Source: an optimization exercise on an open RTL-to-GDS flow (aim: small area, a short achievable clock period and few clock cycles per item). Production flows keep margins and buffers that such runs may drop. RTL that was checked went through simulation tests only; none was proved equivalent to the original.

== P ==
// gcd
module gcd( input [31:0] a_in,
            input [31:0] b_in,
            input start,
            input reset_n,
            input clk,
            output [31:0] result,
            output done);
Settings: LEC_CHECK=0, CAP_MARGIN=20, CORE_MARGIN=2, CORE_UTILIZATION=40, PLACE_DENSITY=0.6, SETUP_SLACK_MARGIN=0.6, SLEW_MARGIN=20; clock period 4.0 ns.
standard.sh (not shown) runs the stock make flow with config.mk's settings and CLKGATE_MAP_FILE= SYNTH_SCRIPT=/design/flow/synth_recipe.tcl, a recipe that flattens the netlist after the stock synthesis.
==> flow/flow/run.sh <==
#!/bin/bash
# Standard ORFS layout, with the port buffers made of the smallest buffer cell.
set -euo pipefail
export BUFFER_PORTS_ARGS="-buffer_cell sky130_fd_sc_hd__buf_1"
bash standard.sh > standard_flow.log 2>&1
The final layout from P, which completed every stage, passed the timing, DRC and antenna checks at the end of the flow.
> inputs changed (P -> Q)
--- a/flow/design.v
+++ b/flow/design.v
@@ -2,13 +2,13 @@
             input [31:0] b_in,
             input start,
             input reset_n,
             input clk,
             output [31:0] result,
             output done);
-  localparam int M = 4;           
+  localparam int M = 3;           
   logic [32:0] a, b;              
   logic        fb;                
   logic [4:0]  k;                 
   logic        h;                 
   logic        busy;
   logic        bz;                
@@ -200,13 +200,13 @@
     if (strip) xs = {x[32], x[32:1]};
     else if (M >= 4 && xl[3:0] == 4'd0) xs = {{4{x[32]}}, x[32:4]};
     else if (M >= 3 && xl[2:0] == 3'd0) xs = {{3{x[32]}}, x[32:3]};
     else if (M >= 2 && xl[1:0] == 2'd0) xs = {{2{x[32]}}, x[32:2]};
   end
   wire conv = !fx && x[32] && xs[0];
-  wire fin = bz;
+  wire fin = bz || (odd && e_zero);
   assign done   = busy && fin && k_zero;
   assign result = a[31:0] ^ {32{a[32]}};
   always_ff @(posedge clk, negedge reset_n) begin
     if (!reset_n)                  busy <= 1'b0;
     else if (!busy)                busy <= start;
     else if (fin && k_zero)        busy <= 1'b0;
Results
- For Q, the startpoint of the worst setup timing path was a[24]$_DFFE_PP_, unlike P, where it was a[10]$_DFFE_PP_.
- Taking P as the reference, in Q hold slack now sits lower; met1 layer usage reported by global route now sits lower; routed wire length now sits lower; filler-free cell count of the finished design now sits lower; met3 track demand over resource in global routing now sits higher.
- Diff P -> Q: post-route minimum period shows an increase of 0.011 ns; synthesized-area fraction occupied by and/or/nand/nor cells shows a reduction of 1.2 points.
Testbench counts of Q, summed over its fixed seeds: cycles 53,893, items 2,400.
Only the layout flow was run in P; the RTL was not checked for function there.

---

The RTL this note starts from:
==> flow/design.v <==
module gcd( input [31:0] a_in,
            input [31:0] b_in,
            input start,
            input reset_n,
            input clk,
            output [31:0] result,
            output done);
  localparam int M = 2;           
  logic [32:0] a, b;              
  logic        fb;                
  logic [4:0]  k;                 
  logic        h;                 
  logic        busy;
  logic        bz;                
  wire k_zero = (k == 5'd0);
  wire a_zero = (a == 33'd0);
  wire a_odd = a[0] ^ a[32];
  wire b_odd = b[0] ^ fb;
  wire [32:0] e = b + a + 33'd1;            
  wire e_zero = (e == 33'd0);
  wire swap = e[32] ^ b[32];                
  wire strip  = h || (!a_odd && !b_odd);    
  wire a_even = !a_odd && b_odd;
  wire odd    = a_odd && b_odd;
  logic [32:0] x;
  logic        fx;
  always_comb begin
    if (strip || a_even) begin x = a; fx = a[32]; end
    else if (odd)        begin x = e; fx = 1'b0;  end
    else                 begin x = b; fx = fb;    end
  end
  wire [3:0] xl = x[3:0] ^ {4{fx}};
  logic [32:0] xs;
  always_comb begin
    xs = {x[32], x[32:1]};
    if (strip) xs = {x[32], x[32:1]};
    else if (M >= 4 && xl[3:0] == 4'd0) xs = {{4{x[32]}}, x[32:4]};
    else if (M >= 3 && xl[2:0] == 3'd0) xs = {{3{x[32]}}, x[32:3]};
    else if (M >= 2 && xl[1:0] == 2'd0) xs = {{2{x[32]}}, x[32:2]};
  end
  wire conv = !fx && x[32] && xs[0];
  assign done   = busy && bz && k_zero;
  assign result = a[31:0] ^ {32{a[32]}};
  always_ff @(posedge clk, negedge reset_n) begin
    if (!reset_n) begin
      a    <= '0;
      b    <= '0;
      fb   <= 1'b0;
      k    <= '0;
      h    <= 1'b0;
      busy <= 1'b0;
      bz   <= 1'b0;
    end else if (!busy) begin
      b  <= {xs[32:1], xs[0] & !conv};
      fb <= fx | conv;
      if (start) begin
        a    <= {1'b0, a_in};
        b    <= {1'b1, ~b_in};
        fb   <= 1'b1;
        k    <= '0;
        h    <= 1'b0;
        busy <= 1'b1;
        bz   <= (b_in == 32'd0);
      end
    end else if (bz) begin
      if (!k_zero) begin
        a <= {a[31:0], a[32]};
        k <= k - 5'd1;
      end else busy <= 1'b0;
    end else begin
      b  <= {xs[32:1], xs[0] & !conv};
      fb <= fx | conv;
      bz <= odd ? e_zero : a_zero;
      if (strip) begin
        a <= b;
        h <= !h;
        if (h) k <= k + 5'd1;
      end else if (a_even || (odd && swap)) begin
        a <= b;
      end
    end
  end
endmodule
==> flow/config.mk <==
export PLATFORM = sky130hd
export DESIGN_NAME = gcd
export DESIGN_NICKNAME = gcd
export VERILOG_FILES = /design/flow/design.v
export SDC_FILE = /design/flow/constraint.sdc
export NUM_CORES = 4
export LEC_CHECK = 0
export CAP_MARGIN = 20
export CORE_MARGIN = 2
export CORE_UTILIZATION = 40
export PLACE_DENSITY = 0.6
export SLEW_MARGIN = 20
==> flow/constraint.sdc <==
create_clock -name core_clock -period 4.0 [get_ports {clk}]
set_input_delay 0.8000 -clock core_clock [delete_from_list [all_inputs] [get_ports {clk}]]
set_output_delay 0.8000 -clock core_clock [all_outputs]
set_load 0.01 [all_outputs]
run.sh (not shown) runs the stock make flow with config.mk's settings and CLKGATE_MAP_FILE= SYNTH_SCRIPT=/design/flow/synth_recipe.tcl, a recipe that flattens the netlist after the stock synthesis.
Stock flow here: none of the scripts above is used.
Testbench counts at the start, summed over its fixed seeds: cycles 62,691, items 2,400.
Next try:
==> flow/design.v (replaced) <==
module gcd( input [31:0] a_in,
            input [31:0] b_in,
            input start,
            input reset_n,
            input clk,
            output [31:0] result,
            output done);
  localparam int M = 2;           
  logic signed [32:0] a, b;
  logic [4:0]  k;                 
  logic        h;                 
  logic        busy;
  logic        bz;                
  wire k_zero = (k == 5'd0);
  wire sub = (a[32] == b[32]);
  wire signed [32:0] e = b + (a ^ {33{sub}}) + {32'd0, sub};
  wire e_zero = (e == 33'd0);
  wire a_zero = (a == 33'd0);
  wire swap = e[32] ^ b[32] ^ e_zero;
  wire strip  = h || (!a[0] && !b[0]);      
  wire a_even = !a[0] && b[0];
  wire odd    = a[0] && b[0];
  logic signed [32:0] x;
  always_comb begin
    if (bz)                 x = b;
    else if (strip || a_even) x = a;
    else if (odd)           x = e;
    else                    x = b;
  end
  logic signed [32:0] xs;
  always_comb begin
    xs = x >>> 1;
    if (!bz && strip) xs = x >>> 1;
    else if (M >= 4 && x[3:0] == 4'd0) xs = x >>> 4;
    else if (M >= 3 && x[2:0] == 3'd0) xs = x >>> 3;
    else if (M >= 2 && x[1:0] == 2'd0) xs = x >>> 2;
  end
  assign done   = busy && bz && k_zero;
  assign result = a[31:0];
  always_ff @(posedge clk, negedge reset_n) begin
    if (!reset_n) begin
      a    <= '0;
      b    <= '0;
      k    <= '0;
      h    <= 1'b0;
      busy <= 1'b0;
      bz   <= 1'b0;
    end else if (!busy) begin
      if (start) begin
        a    <= {1'b0, a_in};
        b    <= {1'b0, b_in};
        k    <= '0;
        h    <= 1'b0;
        busy <= 1'b1;
        bz   <= (b_in == 32'd0);
      end else begin
        b    <= xs;
      end
    end else if (bz) begin
      if (!k_zero) begin
        a <= a <<< 1;
        k <= k - 5'd1;
      end else busy <= 1'b0;
    end else begin
      b  <= xs;
      bz <= odd ? e_zero : ((strip || a_even) && a_zero);
      if (strip) begin
        a <= b;
        h <= !h;
        if (h) k <= k + 5'd1;
      end else if (a_even || (odd && swap)) begin
        a <= b;
      end
    end
  end
endmodule
Effect: The changed run produced a layout that fails on negative setup slack. Via count grows by about 0.37%. Synthesized area came out lower by about 2%. Hold slack is worse by 0.035 ns. Register-to-register slack gets worse by 1.0 ns. Maximum frequency drops by about 22%. Setup slack gets worse by 1.0 ns. Design area went up by about 18%. Clock skew barely changes. Global-route usage decreases by 0.33 points. Die area fell by about 2%. First-iteration DRC count falls by 16%.
The RTL of the second run of this note was laid out without a check of its function.

---

Setup of the reference run:
Another version of the RTL of gcd (not shown whole).
Size: roughly 860 cells after synthesis, roughly 75 flip-flops, ~100 I/O pins.
export LEC_CHECK = 0
export CAP_MARGIN = 20
export CORE_MARGIN = 2
export CORE_UTILIZATION = 40
export PLACE_DENSITY = 0.6
export SETUP_SLACK_MARGIN = 0.6
export SLEW_MARGIN = 20
create_clock -name core_clock -period 4.0 [get_ports {clk}]
standard.sh (not shown) runs the stock make flow with config.mk's settings and CLKGATE_MAP_FILE= SYNTH_SCRIPT=/design/flow/synth_recipe.tcl, a recipe that flattens the netlist after the stock synthesis.
Scripts as last shown in full above: flow/flow/run.sh
Testbench counts of the reference run, summed over its fixed seeds: cycles 51,004, items 2,400.
Relative to the reference run, the following input files were edited for the trial run:
diff --git a/flow/design.v b/flow/design.v
--- a/flow/design.v
+++ b/flow/design.v
@@ -205,38 +205,35 @@
   wire conv = !fx && x[32] && xs[0];
   wire fin = bz || (odd && e_zero);
   assign done   = busy && fin && k_zero;
   assign result = a[31:0] ^ {32{a[32]}};
   always_ff @(posedge clk, negedge reset_n) begin
     if (!reset_n)                  busy <= 1'b0;
     else if (!busy)                busy <= start;
     else if (fin && k_zero)        busy <= 1'b0;
   end
+  wire load = !busy && start;
   always_ff @(posedge clk) begin
-    if (!busy) begin
-      b  <= {xs[32:1], xs[0] & !conv};
-      fb <= fx | conv;
-      if (start) begin
-        a    <= {1'b0, a_in};
-        b    <= {1'b1, ~b_in};
-        fb   <= 1'b1;
-        k    <= '0;
-        h    <= 1'b0;
-        bz   <= (b_in == 32'd0);
-      end
-    end else if (bz) begin
+    b  <= load ? {1'b1, ~b_in} : {xs[32:1], xs[0] & !conv};
+    fb <= load | fx | conv;
+  end
+  always_ff @(posedge clk) begin
+    if (load) begin
+      a  <= {1'b0, a_in};
+      k  <= '0;
+      h  <= 1'b0;
+      bz <= (b_in == 32'd0);
+    end else if (busy && bz) begin
       if (!k_zero) begin
         a <= {a[31:0], a[32]};
         k <= k - 5'd1;
       end
-    end else begin
-      b  <= {xs[32:1], xs[0] & !conv};
-      fb <= fx | conv;
+    end else if (busy) begin
       bz <= odd ? e_zero : a_zero;
       if (strip) begin
         a <= b;
         h <= !h;
         if (h) k <= k + 5'd1;
       end else if (a_even || (odd && swap)) begin
         a <= b;
       end
     end
### Flow results
- In the flow results for the reference run and the trial run, the count of clock-buffer cells in the layout is smaller on the reference run.
- The netlist area before placement reported for the trial run is smaller than that of the reference run by about 4%.
- The final layout from the trial run, which completed every stage, passed the timing, DRC and antenna checks at the end of the flow.
- Compared with the reference run, the trial run shows a met1 wire length that is 1200 um lower.
No functional check of the RTL was part of the trial run.

---

gcd, a different RTL version from the one above (not shown whole).
For scale: about 75 flip-flops, ~100 I/O pins, ~7000 µm² of cells after synthesis.
clock: 4.0 ns
lec_check: 0
cap_margin: 20
core_margin: 2
core_utilization: 40
place_density: 0.6
setup_slack_margin: 0.6
slew_margin: 20
==> flow/flow/run.sh <==
#!/bin/bash
# Standard ORFS layout, with the port buffers made of the smallest buffer
# cell and a clock tree of one level of large buffers without dummy loads.
set -euo pipefail
export BUFFER_PORTS_ARGS="-buffer_cell sky130_fd_sc_hd__buf_1"
export CTS_ARGS="-sink_clustering_enable -repair_clock_nets -dont_use_dummy_load -sink_clustering_size 80 -sink_clustering_max_diameter 400 -buf_list sky130_fd_sc_hd__clkbuf_16"
bash standard.sh > standard_flow.log 2>&1
Rerun with:
--- a/flow/design.v
+++ b/flow/design.v
@@ -176,17 +176,17 @@
   wire cy_g4_29 = cy_g3_29 | (cy_p3_29 & cy_g3_15);
   wire cy_p4_29 = cy_p3_29 & cy_p3_15;
   wire cy_g4_30 = cy_g3_30 | (cy_p3_30 & cy_g3_15);
   wire cy_p4_30 = cy_p3_30 & cy_p3_15;
   wire cy_g4_31 = cy_g3_31 | (cy_p3_31 & cy_g3_15);
   wire cy_p4_31 = cy_p3_31 & cy_p3_15;
   wire [31:0] cy_G = {cy_g4_31, cy_g4_30, cy_g4_29, cy_g4_28, cy_g4_27, cy_g4_26, cy_g4_25, cy_g4_24, cy_g4_23, cy_g4_22, cy_g4_21, cy_g4_20, cy_g4_19, cy_g4_18, cy_g4_17, cy_g4_16, cy_g3_15, cy_g3_14, cy_g3_13, cy_g3_12, cy_g3_11, cy_g3_10, cy_g3_9, cy_g3_8, cy_g2_7, cy_g2_6, cy_g2_5, cy_g2_4, cy_g1_3, cy_g1_2, cy_g0_1, ag[0]};
   wire [32:0] e = ap ^ {cy_G, 1'b1};        
-  wire e_zero = &(a | b) && !(|(a & b));  
+  wire e_zero = &(a ^ b);                   
   wire swap = e[32] ^ b[32];                
   wire strip  = h || (!a_odd && !b_odd);    
   wire a_even = !a_odd && b_odd;
   wire odd    = a_odd && b_odd;
   logic [32:0] x;
   logic        fx;
   always_comb begin
     if (strip || a_even) begin x = a; fx = a[32]; end
Wire length is lower by 10%.
Global-route usage is lower by 1.6 points.
Cell area is lower by 7.5%.
Setup slack gains 0.22 ns.
Sequential cell count is unchanged.
Worst hold slack loses 0.0078 ns.
Utilization is lower by 0.16 points.
Non-clock buffer count is lower by 7.
Area after synthesis is lower by 6.0%.
First-iteration DRC count is lower by 32%.
Testbench counts after the change, summed over its fixed seeds: cycles 53,893, items 2,400.
The RTL of the first run of this note was laid out without a check of its function.

---

gcd, a different RTL version from the one above (not shown whole).
For scale: about 75 flip-flops, roughly 100 I/O pins, roughly 6500 µm² of cells after synthesis.
clock: 4.0 ns
lec_check: 0
cap_margin: 20
core_margin: 2
core_utilization: 40
place_density: 0.6
setup_slack_margin: 0.6
slew_margin: 20
==> flow/flow/run.sh <==
#!/bin/bash
# Standard ORFS layout, with the port buffers made of the smallest buffer
# cell and a clock tree without dummy loads.
set -euo pipefail
export BUFFER_PORTS_ARGS="-buffer_cell sky130_fd_sc_hd__buf_1"
export CTS_ARGS="-sink_clustering_enable -repair_clock_nets -dont_use_dummy_load -sink_clustering_size 80 -sink_clustering_max_diameter 400 -buf_list sky130_fd_sc_hd__clkbuf_16"
bash standard.sh > standard_flow.log 2>&1
Change:
--- a/flow/design.v
+++ b/flow/design.v
@@ -2,13 +2,13 @@
             input [31:0] b_in,
             input start,
             input reset_n,
             input clk,
             output [31:0] result,
             output done);
-  localparam int M = 3;           
+  localparam int M = 4;           
   logic [32:0] a, b;              
   logic        fb;                
   logic [4:0]  k;                 
   logic        h;                 
   logic        busy;
   logic        bz;                
@@ -173,14 +173,13 @@
   always_ff @(posedge clk) begin
     if (load) begin
       a  <= {1'b0, a_in};
       k  <= '0;
       h  <= 1'b0;
       bz <= (b_in == 32'd0);
-    end else if (busy && fin) begin
-      bz <= 1'b1;
+    end else if (busy && bz) begin
       if (!k_zero) begin
         a <= {a[31:0], a[32]};
         k <= k - 5'd1;
       end
     end else if (busy) begin
       bz <= odd ? e_zero : a_zero;
Core utilization rose by 1.2 points.
Cell area grows by a little under a tenth.
Worst setup slack barely changes.
Die area went up by a few percent.
Critical path depth came out higher by 3.
Register-to-register slack barely changes.
Global-route usage rises by 1.4 points.
No run of this note included a check of the RTL's function; only the layout flow was run.

---

Another version of the RTL of gcd (not shown whole).
For scale: about 700 cells after synthesis, about 75 flip-flops, ~100 I/O pins, ~6200 sq um of cells after synthesis.
clock: 4.0 ns
lec_check: 0
cap_margin: 20
core_margin: 2
core_utilization: 40
place_density: 0.6
setup_slack_margin: 0.6
slew_margin: 20
Scripts as last shown in full above: flow/flow/run.sh
Change:
--- a/flow/design.v
+++ b/flow/design.v
@@ -1,22 +1,21 @@
 module gcd( input [31:0] a_in,
             input [31:0] b_in,
             input start,
             input reset_n,
             input clk,
             output [31:0] result,
             output done);
-  localparam int M = 2;           
+  localparam int M = 3;           
   logic [32:0] a, b;              
   logic        fb;                
   logic [4:0]  k;                 
-  logic        h;                 
   logic        busy;
   logic        bz;                
   wire k_zero = (k == 5'd0);
   wire a_zero = (a == 33'd0);
   wire a_odd = a[0] ^ a[32];
   wire b_odd = b[0] ^ fb;
   wire [32:0] ag0 = b & a;
   wire [32:0] ap  = b ^ a;
   wire [31:0] ag  = {ag0[31:1], ag0[0] | ap[0]};
   wire cy_g0_1 = ag[1] | (ap[1] & ag[0]);
@@ -130,27 +129,27 @@
   wire cy_g8_26 = ag[26] | (ap[26] & cy_g7_25);
   wire cy_p8_26 = ap[26] & cy_p7_25;
   wire cy_g8_28 = ag[28] | (ap[28] & cy_g6_27);
   wire cy_p8_28 = ap[28] & cy_p6_27;
   wire cy_g8_30 = ag[30] | (ap[30] & cy_g7_29);
   wire cy_p8_30 = ap[30] & cy_p7_29;
   wire [31:0] cy_G = {cy_g4_31, cy_g8_30, cy_g7_29, cy_g8_28, cy_g6_27, cy_g8_26, cy_g7_25, cy_g8_24, cy_g5_23, cy_g8_22, cy_g7_21, cy_g8_20, cy_g6_19, cy_g8_18, cy_g7_17, cy_g8_16, cy_g3_15, cy_g8_14, cy_g7_13, cy_g8_12, cy_g6_11, cy_g8_10, cy_g7_9, cy_g8_8, cy_g2_7, cy_g8_6, cy_g7_5, cy_g8_4, cy_g1_3, cy_g8_2, cy_g0_1, ag[0]};
   wire [32:0] e = ap ^ {cy_G, 1'b1};        
   wire e_zero = &(a ^ b);                   
   wire swap = e[32] ^ b[32];                
-  wire strip  = h || (!a_odd && !b_odd);    
+  wire strip  = !a_odd && !b_odd;           
   wire a_even = !a_odd && b_odd;
   wire odd    = a_odd && b_odd;
   logic [32:0] x;
   logic        fx;
   always_comb begin
-    if (strip || a_even) begin x = a; fx = a[32]; end
+    if (a_even)          begin x = a; fx = a[32]; end
     else if (odd)        begin x = e; fx = 1'b0;  end
     else                 begin x = b; fx = fb;    end
   end
   wire [3:0] xl = x[3:0] ^ {4{fx}};
   logic [32:0] xs;
   always_comb begin
     xs = {x[32], x[32:1]};
     if (strip) xs = {x[32], x[32:1]};
     else if (M >= 4 && xl[3:0] == 4'd0) xs = {{4{x[32]}}, x[32:4]};
     else if (M >= 3 && xl[2:0] == 3'd0) xs = {{3{x[32]}}, x[32:3]};
@@ -167,29 +166,27 @@
   end
   wire load = !busy && start;
   always_ff @(posedge clk) begin
     b  <= load ? {1'b1, ~b_in} : {xs[32:1], xs[0] & !conv};
     fb <= load | fx | conv;
   end
   always_ff @(posedge clk) begin
     if (load) begin
       a  <= {1'b0, a_in};
       k  <= '0;
-      h  <= 1'b0;
       bz <= (b_in == 32'd0);
     end else if (busy && bz) begin
       if (!k_zero) begin
         a <= {a[31:0], a[32]};
         k <= k - 5'd1;
       end
     end else if (busy) begin
-      bz <= odd ? e_zero : a_zero;
+      bz <= odd ? e_zero : (a_even && a_zero);
       if (strip) begin
-        a <= b;
-        h <= !h;
-        if (h) k <= k + 5'd1;
+        a <= {a[32], a[32:1]};
+        k <= k + 5'd1;
       end else if (a_even || (odd && swap)) begin
         a <= b;
       end
     end
   end
 endmodule
Outcome: The changed run finished clean; routed wire length grows by 17%; design area went up by 6.5%; worst hold slack gets worse by 0.024 ns; flip-flop and latch count went down by 1; register-to-register slack degrades by 0.18 ns; non-clock buffer count rises by 3; count of clock-buffer cells in the layout stays the same; setup slack gets worse by 0.18 ns.
No run of this note included a check of the RTL's function; only the layout flow was run.

==> re-timing with driven ports <==
In the flow no input, the clock included, has a driving cell. The finished layouts below were timed again as built, in two steps. Step 1 sets driving cells, clkbuf_16 on the clock port and buf_2 on the other inputs (assumed; they add their load-dependent delay and slew). Step 2 times the ports against the registers' clock, not the clock port: input delays grow and output delays shrink by t, the midpoint of the rising clock arrivals with the driver on. Slacks: no drivers / after step 1 / after step 2; pairs: no drivers / after step 1.
run	t, ns	slack for setup (ns)	worst setup path at the end	worst register clock-pin slew, ns
P	0.391	0.691 / 0.691 / 0.691	register to register	0.06 / 0.06
Q	0.396	0.680 / 0.639 / 0.685	register to register	0.06 / 0.06
the first run of note 2	0.401	0.513 / 0.513 / 0.236	input to register	0.07 / 0.07
the second run of note 2	0.404	-0.491 / -0.491 / -0.491	register to register	0.07 / 0.07
the reference run	0.401	0.569 / 0.569 / 0.569	register to register	0.07 / 0.07
the trial run	0.394	0.574 / 0.530 / 0.648	register to register	0.06 / 0.06
the first run of note 4	0.395	0.451 / 0.451 / 0.451	register to register	0.06 / 0.06
the second run of note 4	0.390	0.669 / 0.627 / 0.728	register to register	0.06 / 0.06
the first run of note 5	0.388	0.469 / 0.469 / 0.469	register to register	0.06 / 0.06
the second run of note 5	0.389	0.467 / 0.467 / 0.467	register to register	0.06 / 0.06
the first run of note 6	0.386	0.693 / 0.693 / 0.693	register to register	0.06 / 0.06
the second run of note 6	0.388	0.514 / 0.514 / 0.514	register to register	0.06 / 0.06
The setup slack of the first run of note 2, which loses most, moves by 0.000 ns with the drivers and by -0.277 ns with both steps.
